Source: an optimization exercise on an open RTL-to-GDS flow (aim: small area). Production flows keep margins and buffers that such runs may drop.
The RTL was checked by simulation tests, not by an equivalence proof against the original design.
Power is estimated from default activity; no workload was simulated.

**flow/flow/run.sh**
```bash
#!/bin/bash
# Own layout flow: the standard flow (standard.sh) with
#  - synthesis mapped by an area-oriented ABC script (flow/synth.tcl, flow/abc.script);
#    registers, their names and cells are the standard synthesis's,
#  - the constant-0 outputs driven by one tie cell instead of one per port
#    (flow/merge_ties.tcl, run on the floorplan),
#  - minimum-size buffers on the ports,
#  - a clock tree of small buffers without dummy loads.
# Logs: make's output in flow_make_*.log, the tie step's in merge_ties.log, and each
# ORFS tool's full log under orfs/logs.
set -euo pipefail
W=$(pwd)
export OWN_WORK=$W
export OWN_ABC_SCRIPT=$W/flow/abc.script
CTS="-sink_clustering_enable -repair_clock_nets -dont_use_dummy_load"
CTS="$CTS -buf_list sky130_fd_sc_hd__clkbuf_4 -sink_clustering_size 9 -sink_clustering_max_diameter 45"
ARGS=(SYNTH_SCRIPT=$W/flow/synth.tcl
  "BUFFER_PORTS_ARGS=-buffer_cell sky130_fd_sc_hd__buf_1"
  "CTS_ARGS=$CTS")
bash standard.sh "${ARGS[@]}" floorplan > $W/flow_make_1.log 2>&1
R=$W/orfs/results/sky130hd/ppm_decoder/base
ODB_IN=$R/2_floorplan.odb ODB_OUT=$R/2_floorplan.odb \
  openroad -no_init -exit $W/flow/merge_ties.tcl > $W/merge_ties.log 2>&1
bash standard.sh "${ARGS[@]}" finish > $W/flow_make_2.log 2>&1
```
**flow/flow/abc.script**
```
&get -n
&st
&dch
&nf -R 1000
&put
topo
dnsize -c
```
**flow/flow/merge_ties.tcl**
```tcl
# Drive every constant-0 output from one tie cell instead of one tie cell per port.
read_db $::env(ODB_IN)
set block [ord::get_db_block]
set ties {}
foreach inst [$block getInsts] {
  if {[[$inst getMaster] getName] eq "sky130_fd_sc_hd__conb_1"} { lappend ties $inst }
}
puts "tie cells: [llength $ties]"
if {[llength $ties] > 1} {
  set keep [lindex $ties 0]
  set keepnet [[$keep findITerm LO] getNet]
  foreach t [lrange $ties 1 end] {
    set it [$t findITerm HI]
    if {$it ne "NULL" && [$it getNet] ne "NULL"} { puts "skip [$t getName]: HI used"; continue }
    set net [[$t findITerm LO] getNet]
    foreach bt [$net getBTerms] { $bt connect $keepnet }
    foreach it [$net getITerms] {
      if {[$it getInst] ne $t} { $it connect $keepnet }
    }
    odb::dbInst_destroy $t
    odb::dbNet_destroy $net
  }
}
set n 0
foreach inst [$block getInsts] { if {[[$inst getMaster] getName] eq "sky130_fd_sc_hd__conb_1"} { incr n } }
puts "tie cells now: $n, ports on tie net: [llength [$keepnet getBTerms]]"
write_db $::env(ODB_OUT)
```
**flow/flow/synth.tcl**
```tcl
# The standard synthesis (synth_recipe.tcl, unchanged), with ABC run on an
# area-oriented mapping script instead of ORFS's speed script. Only the
# combinational mapping differs: registers, their names and cells are the
# standard synthesis's.
proc abc {args} {
  set i [lsearch -exact $args -script]
  if {$i >= 0 && [info exists ::env(OWN_ABC_SCRIPT)]} {
    lset args [expr {$i + 1}] $::env(OWN_ABC_SCRIPT)
  }
  yosys abc {*}$args
}
source $::env(OWN_WORK)/synth_recipe.tcl
```
**flow/standard.sh**
```bash
#!/bin/bash
# synth_recipe.tcl (not shown) runs the flow's synth.tcl, then flattens the netlist and writes it again
# the make line also repeats each setting of config.mk as NAME=value (left out here)
make -C /OpenROAD-flow-scripts/flow DESIGN_CONFIG=/design/flow/config.mk WORK_HOME=/design/flow/orfs CLKGATE_MAP_FILE= SYNTH_SCRIPT=/design/flow/synth_recipe.tcl "${@:-finish}"
```
**flow/config.mk**
```make
export PLATFORM = sky130hd
export DESIGN_NAME = ppm_decoder
export DESIGN_NICKNAME = ppm_decoder
export VERILOG_FILES = /design/flow/design.v
export SDC_FILE = /design/flow/constraint.sdc
export NUM_CORES = 4
export LEC_CHECK = 0
export CAP_MARGIN = 20
export CORE_MARGIN = 2
export CORE_UTILIZATION = 50
export PLACE_DENSITY = 0.75
export SLEW_MARGIN = 20
```
**flow/constraint.sdc**
```tcl
create_clock -name core_clock -period 10.0 [get_ports {clk}]
set_input_delay 2.0000 -clock core_clock [delete_from_list [all_inputs] [get_ports {clk}]]
set_output_delay 2.0000 -clock core_clock [all_outputs]
set_load 0.01 [all_outputs]
```
**flow/design.v**
```verilog
module ppm_decoder(clk, rst, ppm, ch_flat);
input logic clk;
input logic rst;
input logic ppm;
output logic [155:0] ch_flat;
logic [9:0] ch [0:12];
logic [9:0] pm [0:12];
logic [19:0] ring [0:12];  
genvar gi;
generate
	for (gi = 0; gi < 13; gi = gi + 1) begin : g_flat
		assign ch_flat[gi*12 +: 12] = {2'b00, ch[gi]};
	end
endgenerate
logic [9:0] v;
logic [2:0] ph;
logic last_ppm;
logic [3:0] chi;
wire edge_p = ppm & ~last_ppm;
wire sync = ph[2] & ph[1];
wire we = edge_p & ~sync & (chi < 4'd13);
wire v_wrap = (v == 10'd999) | (ph == 3'd5);
wire x_hi = (ph == 3'd2) | (ph == 3'd3) | ((ph == 3'd4) & (v < 10'd96));
wire [9:0] x = (ph == 3'd1) ? v : (x_hi ? 10'd999 : 10'd0);
logic [3:0] phase;
logic [3:0] sp;
logic sweep;
wire [3:0] rq = (chi < 4'd13) ? chi : 4'd0;
wire svc = (sp != rq) & (phase == sp);
wire [9:0] r_h1 = ring[0][9:0];
wire [9:0] r_h2 = ring[0][19:10];
wire [9:0] px = pm[phase];
function automatic logic le10(input logic [9:0] p, input logic [9:0] q);
	logic r;
	integer k;
	r = 1'b1;
	for (k = 0; k < 10; k = k + 1)
		r = (p[k] == q[k]) ? r : q[k];
	le10 = r;
endfunction
wire ab = le10(r_h1, r_h2);
wire xa = le10(px, r_h1);
wire xb = le10(px, r_h2);
wire m_x = xa ^ xb;
wire m_2 = ~m_x & (ab ^ xa);
wire m_1 = ~m_x & ~(ab ^ xa);
wire [9:0] med = ({10{m_x}} & px) | ({10{m_2}} & r_h2) | ({10{m_1}} & r_h1);
wire [12:0] wr;
wire [12:0] sv;
wire [12:0] kc;
wire [12:0] kp;
genvar gc;
generate
	for (gc = 0; gc < 13; gc = gc + 1) begin : g_ch
		assign wr[gc] = rst & we & (chi == gc);
		assign sv[gc] = rst & svc & (phase == gc);
		assign kc[gc] = rst & ~(we & (chi == gc));
		assign kp[gc] = rst & ~(we & (chi == gc)) & ~(svc & (phase == gc));
		always @(posedge clk) begin
			ch[gc] <= ({10{wr[gc]}} & pm[gc]) | ({10{kc[gc]}} & ch[gc]);
			pm[gc] <= ({10{wr[gc]}} & x) | ({10{sv[gc]}} & med) | ({10{kp[gc]}} & pm[gc]);
		end
	end
endgenerate
integer k;
always @(posedge clk) begin
	for (k = 0; k < 12; k = k + 1)
		ring[k] <= ring[k + 1];
	ring[12] <= svc ? {r_h1, px} : (sweep ? 20'd0 : ring[0]);
end
always @(posedge clk) begin
	if (~rst) begin
		v <= 10'd0;
		ph <= 3'd0;
		last_ppm <= 1'b1;
		chi <= 4'd0;
		phase <= 4'd0;
		sp <= 4'd0;
		sweep <= 1'b1;
	end else begin
		last_ppm <= ppm;
		phase <= (phase == 4'd12) ? 4'd0 : phase + 4'd1;
		if (phase == 4'd12) sweep <= 1'b0;
		if (edge_p) begin
			v <= 10'd1;
			ph <= 3'd0;
			if (sync) begin
				chi <= 4'd0;
				sp <= 4'd0;
			end else begin
				chi <= chi + 4'd1;
			end
		end else if (v_wrap) begin
			v <= 10'd0;
			if (!sync) ph <= ph + 3'd1;
		end else begin
			v <= v + 10'd1;
		end
		if (svc) sp <= (sp == 4'd12) ? 4'd0 : sp + 4'd1;
	end
end
endmodule
```
==> run summary <==
[registers in the layout, indices dropped and copies added (netlist names)]
name and cells:
phase 4, pm 130, sweep 1, last_ppm 1, chi 4, v 10
ring 260, ch 130, sp 4, ph 3
[report_power, final]
group | leakage [uW] | switching (uW) | internal (uW) | total (uW)
Clock | 0.000331 | 661 | 333 | 994
Sequential | 0.00441 | 29.1 | 2240 | 2270
Combinational | 0.00197 | 241 | 77.2 | 318
Total | 0.00672 | 931 | 2650 | 3580
[cells in the mapped netlist (3+ instances only)]
library cell	instances	area [um2]
dfxtp_1	547	11000
nor2_1	164	616
a22o_1	138	1210
a221o_1	131	1310
nand2_1	58	218
a22oi_1	28	210
a21oi_1	27	135
buf_4	26	195
o21ai_0	23	115
clkinv_1	22	82.6
nand3_1	20	100
a222oi_1	19	190
and3_1	18	113
ha_1	17	213
nor3_1	16	80.1
a31oi_1	15	93.8
xnor2_1	14	123
nand4_1	13	81.3
a21boi_0	12	90.1
and2_0	12	75.1
o22ai_1	11	68.8
a221oi_1	9	78.8
maj3_1	9	90.1
o31ai_1	9	67.6
mux2i_1	8	80.1
nor2b_1	8	50.1
xor2_1	7	61.3
nor4_1	5	31.3
nand2b_1	4	25.0
or2_0	3	18.8
[final cells by class]
cell class | instances | area [um2] | share of cell area
Timing Repair Buffer | 152 | 643 | 0.0347
Multi-Input combinational cell | 810 | 5730 | 0.310
Inverter | 22 | 82.6 | 0.00446
Antenna cell | 1 | 2.50 | 0.000135
Sequential cell | 547 | 11000 | 0.592
Clock buffer | 72 | 541 | 0.0292
Tap cell | 448 | 561 | 0.0303
[per-layer routing]
metal / up-vias / wire (um) / GRT usage
li1: 5742 / - / -
met1: 6128 / 18400 / 0.342
met2: 880 / 20500 / 0.394
met3: 187 / 5420 / 0.0580
met4: 0 / 2360 / 0.130
met5: - / 0 / 0
[through the flow]
step | hold slack [ns] | total power (uW)
final | 0.309 | 3580
after detailed placement | 0.312 | 2620
after global placement | 0.310 | 2610
after CTS | 0.289 | 3580
after global routing | 0.304 | 3700
after floorplan | 0.310 | 2490
[cell families after synthesis]
group,Yosys count,synth area share
AO/OA/AOI/OAI,428,0.215
XOR/XNOR,21,0.0109
adder cells (fa/ha/maj),26,0.0180
buffers and inverters,48,0.0165
flip-flops,547,0.649
multiplexers,8,0.00475
other,1,0.000222
AND/OR/NAND/NOR,326,0.0858
[final timing paths]
path          startpoint          end  slack [ns]  cells after the start
max             phase[0]     pm[2][9]        3.32                     17
max reg2reg     phase[0]     pm[2][9]        3.32                     17
min          ring[2][16]  ring[1][16]        0.31                      0
min reg2reg  ring[2][16]  ring[1][16]        0.31                      0
[critical path: cells and delay by family, from the launching register on]
kind,cells,cell delay [ns]
AO/OA/AOI/OAI,10,2.90
AND/OR/NAND/NOR,4,2.00
XOR/XNOR,1,0.79
flip-flops,1,0.46
adder cells (fa/ha/maj),1,0.29
buffers and inverters,1,0.15
==> run summary <==
run status=finished clean; core outline area=about 0.033 mm2; Final Cell Area=0.0185 mm2; CP endpoint kind=register; Final setup viols=0; most frequent CP cell=a21oi_1; Slew Limit Headroom=0.176; Synth-to-Final Area Change=9.76%; Chip Width=between 150 and 200 um; remaining antenna violation count=0; final worst-path cycle share=0.668; post-CTS sizing=0; worst vdd ir=about 100 uV; non-filler cells, final=2052; WS Path Type=reg -> reg; Async S/R FF share, synth=0; final worst path period need=approximately 6.7 ns; placed cells=1979; sequential area share after synthesis=0.649; Crit path required time=10.65 ns; CTS Sinks=547; skew final=0.0636 ns; commonest non-fill, non-tap cells in the layout=dfxtp_1, nor2_1, a22o_1, buf_1, a221o_1; routability congestion estimate=1.04; setup TNS=0 ns; final wirelength=46600 um; Slew Limit Fails=0; Bufs on Longest Clock Path=3; top_reg_cell synth=dfxtp_1; number of max-cap violations=0; post-DP HPWL=31400 um; largest net degree at the start of global routing=45; clock slew at reported path FFs=roughly 0.10 ns; Data arrival, critical path=7.33 ns; Layout Nets=1625; Synth Register Bits=approximately 550; synthesized cell area=0.0169 mm2; EDFF count, synth=0; final setup margin=3.32 ns; PortBufs=132; yosys warns=4; Syn Area/Cell=approximately 12 um2; Util after Layout=0.555; DRT iter0 DRCs=1827; Placed Area=0.0179 mm2; post-synth cell types=39; cts hold-fix bufs=0; first-pass GRT wire length=70400 um; max incr delay on CP=0.82 ns; Tightest Hold Check Type=reg -> reg; CP cell instances=clkinv_1 > ha_1 > and2_0 > nor4_1 > nand3_1 > o21ai_0 > a22oi_1 > a21oi_1 > a221oi_1 > o21ai_0 > o221ai_1 > a21oi_1 > a21oi_1 > xnor2_1 > nor2b_1 > a221o_1 > a221o_1; commonest non-fill, non-tap cell in the layout=dfxtp_1; Initial Util=0.505; DR pass1 iterations=7; routed vias/inst=6.30; TritonCTS clock tree=built; Die Area=~0.035 mm2; P_leak=0.00672 uW; unrepaired setup endpoints after global routing=false; clk root buf=clkbuf_4; worst-margin pin slew=1.24 ns; drt wl/cell=22.7 um; clock latency on the worst-skew pair=0.74 ns; Post-Place Setup Slack=around 3.6 ns; Die Span Y=188 um; fillcell total=2870; H-Tree Depth=3; Post-CTS Repair Setup Buffers=0; crit-path max FO=20; CTS buffer count=72; GRT overflow=0; gr usage total=0.257; Vias=12.9k; num ports=159; cell count after synthesis=1405; maximum clock rate=~150 MHz; Slowest-stage cell, CP=a221o_1; initial antenna violation count=1; vias in the first global route=~12k; Worst setup SP type=register; # rows=67; DRC viols=0; Pwr Density=193 mW/mm2; layout cells sized above 1=0.0699; final hold viol count=0

-- static timing again, ports no longer ideal --
Ports are ideal in the flow. The routed layout listed here was re-timed in OpenROAD. Step 1 sets driving cells, clkbuf_16 on the clock port and buf_2 on the other inputs (assumed; they add their load-dependent delay and slew). Step 2 also shifts input and output timing later by t, the mid clock arrival at the registers, as if the neighbouring blocks saw the same clock. a / b / c = ideal ports / drivers / drivers and shift; a / b = the first two.
t (ns): 0.758
setup WS [ns]: 3.322 / 3.322 / 3.322
latest minus earliest clock arrival (ns): 0.063 / 0.063
After both steps this run still meets setup and hold. The setup slack of this run moves by 0.000 ns with the drivers and by 0.000 ns with both steps.
